This is an optimization exercise on Yosys and OpenROAD, whose aim is small area, a short achievable clock period and few clock cycles, not a production implementation. Function was checked by simulation only, so behaviour that the tests miss may differ from the original. No driver is modelled on the clock port, so clock power and skew are understated where the tree is cut down; a real chip needs a root buffer or a tree. Power figures rest on the tool's default switching activity, not on a simulated workload.

// wr_interconnect
module wr_interconnect #
(
    parameter DATA_WIDTH = 8,
    parameter ADDR_WIDTH = 16
)
(
	input         			clk,
	input         			rst_n,
	input  [ADDR_WIDTH-1:0] m0_awaddr,
	input         			m0_awvalid,
	output        			m0_awready,
	input  [DATA_WIDTH-1:0] m0_wdata,
	input         			m0_wvalid,
	output        			m0_wready,
	input  [ADDR_WIDTH-1:0] m1_awaddr,
	input         			m1_awvalid,
	output        			m1_awready,
	input  [DATA_WIDTH-1:0] m1_wdata,
	input         			m1_wvalid,
	output        			m1_wready,
	output [ADDR_WIDTH-1:0] mem_awaddr,
	output        			mem_awvalid,
	input         			mem_awready,
	output [DATA_WIDTH-1:0] mem_wdata,
	output        			mem_wvalid,
	input         			mem_wready
);
fifo #(.DATA_WIDTH(ADDR_WIDTH)) AWFIFO (.clk(clk), .rst_n(rst_n),
	.m0_data(m0_awaddr), .m0_valid(m0_awvalid), .m0_ready(m0_awready),
	.m1_data(m1_awaddr), .m1_valid(m1_awvalid), .m1_ready(m1_awready),
	.odata(mem_awaddr), .ovalid(mem_awvalid), .oready(mem_awready));
fifo #(.DATA_WIDTH(DATA_WIDTH)) WFIFO (.clk(clk), .rst_n(rst_n),
	.m0_data(m0_wdata), .m0_valid(m0_wvalid), .m0_ready(m0_wready),
	.m1_data(m1_wdata), .m1_valid(m1_wvalid), .m1_ready(m1_wready),
	.odata(mem_wdata), .ovalid(mem_wvalid), .oready(mem_wready));
endmodule
Size in the first run: ~390 cells after synthesis, roughly 0.0078 sq mm of cells after synthesis.
export LEC_CHECK = 0
export CAP_MARGIN = 20
export CORE_MARGIN = 2
export CORE_UTILIZATION = 40
export CTS_BUF_LIST = sky130_fd_sc_hd__clkbuf_4 sky130_fd_sc_hd__clkbuf_8 sky130_fd_sc_hd__clkbuf_16
export CTS_CLUSTER_DIAMETER = 100
export CTS_CLUSTER_SIZE = 30
export SETUP_SLACK_MARGIN = 3.1
export SLEW_MARGIN = 20
create_clock -name core_clock -period 5.0 [get_ports {clk}]
standard.sh (not shown) runs the stock make flow with config.mk's settings and CLKGATE_MAP_FILE= SYNTH_SCRIPT=/design/flow/synth_recipe.tcl, a recipe that flattens the netlist after the stock synthesis.
==> flow/flow/run.sh <==
#!/bin/bash
set -euo pipefail
here=$(pwd)
bash standard.sh MATCH_CELL_FOOTPRINT=0 "BUFFER_PORTS_ARGS=-buffer_cell sky130_fd_sc_hd__buf_1" "CTS_ARGS=-sink_clustering_enable -repair_clock_nets -dont_use_dummy_load -sink_clustering_size 30 -sink_clustering_max_diameter 100 -buf_list sky130_fd_sc_hd__clkbuf_16" "POST_CTS_TCL=$here/flow/post_cts.tcl" finish > flow_standard.log 2>&1
==> flow/flow/post_cts.tcl <==
# Drop the H-tree's middle level: the root buffer then drives the leaf
# buffers directly, two buffers from the clock port to every register.
set mid {}
foreach inst [[ord::get_db_block] getInsts] {
  if {[regexp {^clkbuf_[1-9][0-9]*_[0-9]+__f_} [$inst getName]]} { lappend mid [$inst getName] }
}
puts "post_cts: removing [llength $mid] middle clock buffers: $mid"
if {[llength $mid]} {
  remove_buffers {*}$mid
  detailed_placement
  estimate_parasitics -placement
  report_clock_latency
}
Testbench counts at the start, summed over its fixed seeds: cycles 1,032.
Edit:
==> flow/flow/run.sh (replaced) <==
#!/bin/bash
set -euo pipefail
bash standard.sh MATCH_CELL_FOOTPRINT=0 "BUFFER_PORTS_ARGS=-buffer_cell sky130_fd_sc_hd__buf_1" "CTS_ARGS=-sink_clustering_enable -repair_clock_nets -dont_use_dummy_load -sink_clustering_size 30 -sink_clustering_max_diameter 100 -buf_list sky130_fd_sc_hd__clkbuf_16" finish > flow_standard.log 2>&1
Settings changed: CORE_UTILIZATION 40 to 65, PLACE_DENSITY from default to 0.75, SETUP_SLACK_MARGIN 3.1 to 3.0.
removed: flow/flow/post_cts.tcl
Synthesized area does not change.
Via count stays flat.
Wire length goes down by about 6%.
Setup slack is worse by 0.049 ns.
Edit:
==> flow/flow/run.sh (replaced) <==
#!/bin/bash
set -euo pipefail
here=$(pwd)
bash standard.sh MATCH_CELL_FOOTPRINT=0 "BUFFER_PORTS_ARGS=-buffer_cell sky130_fd_sc_hd__buf_1" "CTS_ARGS=-sink_clustering_enable -repair_clock_nets -dont_use_dummy_load -sink_clustering_size 30 -sink_clustering_max_diameter 100 -buf_list sky130_fd_sc_hd__clkbuf_16" "POST_CTS_TCL=$here/flow/post_cts.tcl" finish > flow_standard.log 2>&1
==> flow/flow/post_cts.tcl (new file) <==
# Drop the H-tree's middle level: the root buffer then drives the leaf
# buffers directly, two buffers from the clock port to every register.
set mid {}
foreach inst [[ord::get_db_block] getInsts] {
  if {[regexp {^clkbuf_[1-9][0-9]*_[0-9]+__f_} [$inst getName]]} { lappend mid [$inst getName] }
}
puts "post_cts: removing [llength $mid] middle clock buffers: $mid"
if {[llength $mid]} {
  remove_buffers {*}$mid
  detailed_placement
  estimate_parasitics -placement
  report_clock_latency
}
Settings changed: CORE_UTILIZATION 65 to 40, PLACE_DENSITY 0.75 to default, SETUP_SLACK_MARGIN 3.0 to 3.2.
Outcome: Final area is higher by about 3.4%. Critical path depth is lower by 1. Die area is higher by 60%. Final cell count is higher by 20%. First-iteration DRC count is lower by about 10%. Total power is higher by about 0.8%. Count of clock-buffer cells in the layout is lower by 2. Worst setup slack improves by 0.044 ns. Combinational power is higher by about 10%. Sequential cell count does not change. Synthesized area stays the same.
Edit:
==> flow/flow/run.sh (replaced) <==
#!/bin/bash
set -euo pipefail
bash standard.sh MATCH_CELL_FOOTPRINT=0 "BUFFER_PORTS_ARGS=-buffer_cell sky130_fd_sc_hd__buf_2" "CTS_ARGS=-sink_clustering_enable -repair_clock_nets -dont_use_dummy_load -sink_clustering_size 30 -sink_clustering_max_diameter 100 -buf_list sky130_fd_sc_hd__clkbuf_16" finish > flow_standard.log 2>&1
Settings changed: SETUP_SLACK_MARGIN 3.2 to 3.0.
removed: flow/flow/post_cts.tcl
=>
- The new run ran to the end with no violations
- routed wire length drops by about 6%
- final cell count drops by 1.3%
- register-to-register slack got worse by 0.13 ns
- clock power climbs by about 10%
- non-clock buffer count drops by 10
Edit:
==> flow/flow/run.sh (replaced) <==
#!/bin/bash
set -euo pipefail
bash standard.sh MATCH_CELL_FOOTPRINT=0 "BUFFER_PORTS_ARGS=-buffer_cell sky130_fd_sc_hd__buf_1" "CTS_ARGS=-sink_clustering_enable -repair_clock_nets -dont_use_dummy_load -sink_clustering_size 30 -sink_clustering_max_diameter 100 -buf_list sky130_fd_sc_hd__clkbuf_16" finish > flow_standard.log 2>&1
Settings changed: SETUP_SLACK_MARGIN 3.0 to 3.3.
=> The changed run finished clean. Clock-buffer cell count is unchanged. Power went up by about 3%. Final cell count rises by about 2.1%. Synthesized cell count is unchanged. Cell area came out higher by 2.4%. Non-clock buffer count climbs by 13. Die area stays the same. Worst setup slack got worse by 0.0048 ns. Clock skew decreases by 0.0049 ns.

port drivers added, routing unchanged:
Ports are ideal in the flow. The routed layouts listed here were re-timed in OpenROAD.
Step 1 (the two cells are an assumption about what drives the block):
set clk [get_ports {clk}]
set_driving_cell -lib_cell sky130_fd_sc_hd__clkbuf_16 $clk
set_driving_cell -lib_cell sky130_fd_sc_hd__buf_2 [delete_from_list [all_inputs] $clk]
Step 2, shift: input delay + t, output delay - t, t = (earliest + latest rising clock arrival at the registers) / 2. This alone moves slack from input paths to output paths.
a / b / c = no drivers / after step 1 / after step 2; a / b = the first two.
run	shift t [ns]	slack for setup (ns)	hold slack, ns
the first run	0.407	3.013 / 2.976 / 2.802	0.410 / 0.410 / 0.410
the second run	0.477	2.964 / 2.927 / 2.742	0.375 / 0.375 / 0.375
the third run	0.414	3.007 / 2.965 / 2.907	0.420 / 0.420 / 0.420
the fourth run	0.478	2.974 / 2.937 / 2.805	0.392 / 0.392 / 0.392
the fifth run	0.487	2.969 / 2.929 / 2.891	0.406 / 0.406 / 0.406
After both steps setup and hold are still met in every run listed. The setup slack of the second run, which loses most, moves by -0.037 ns with the drivers and by -0.222 ns with both steps.
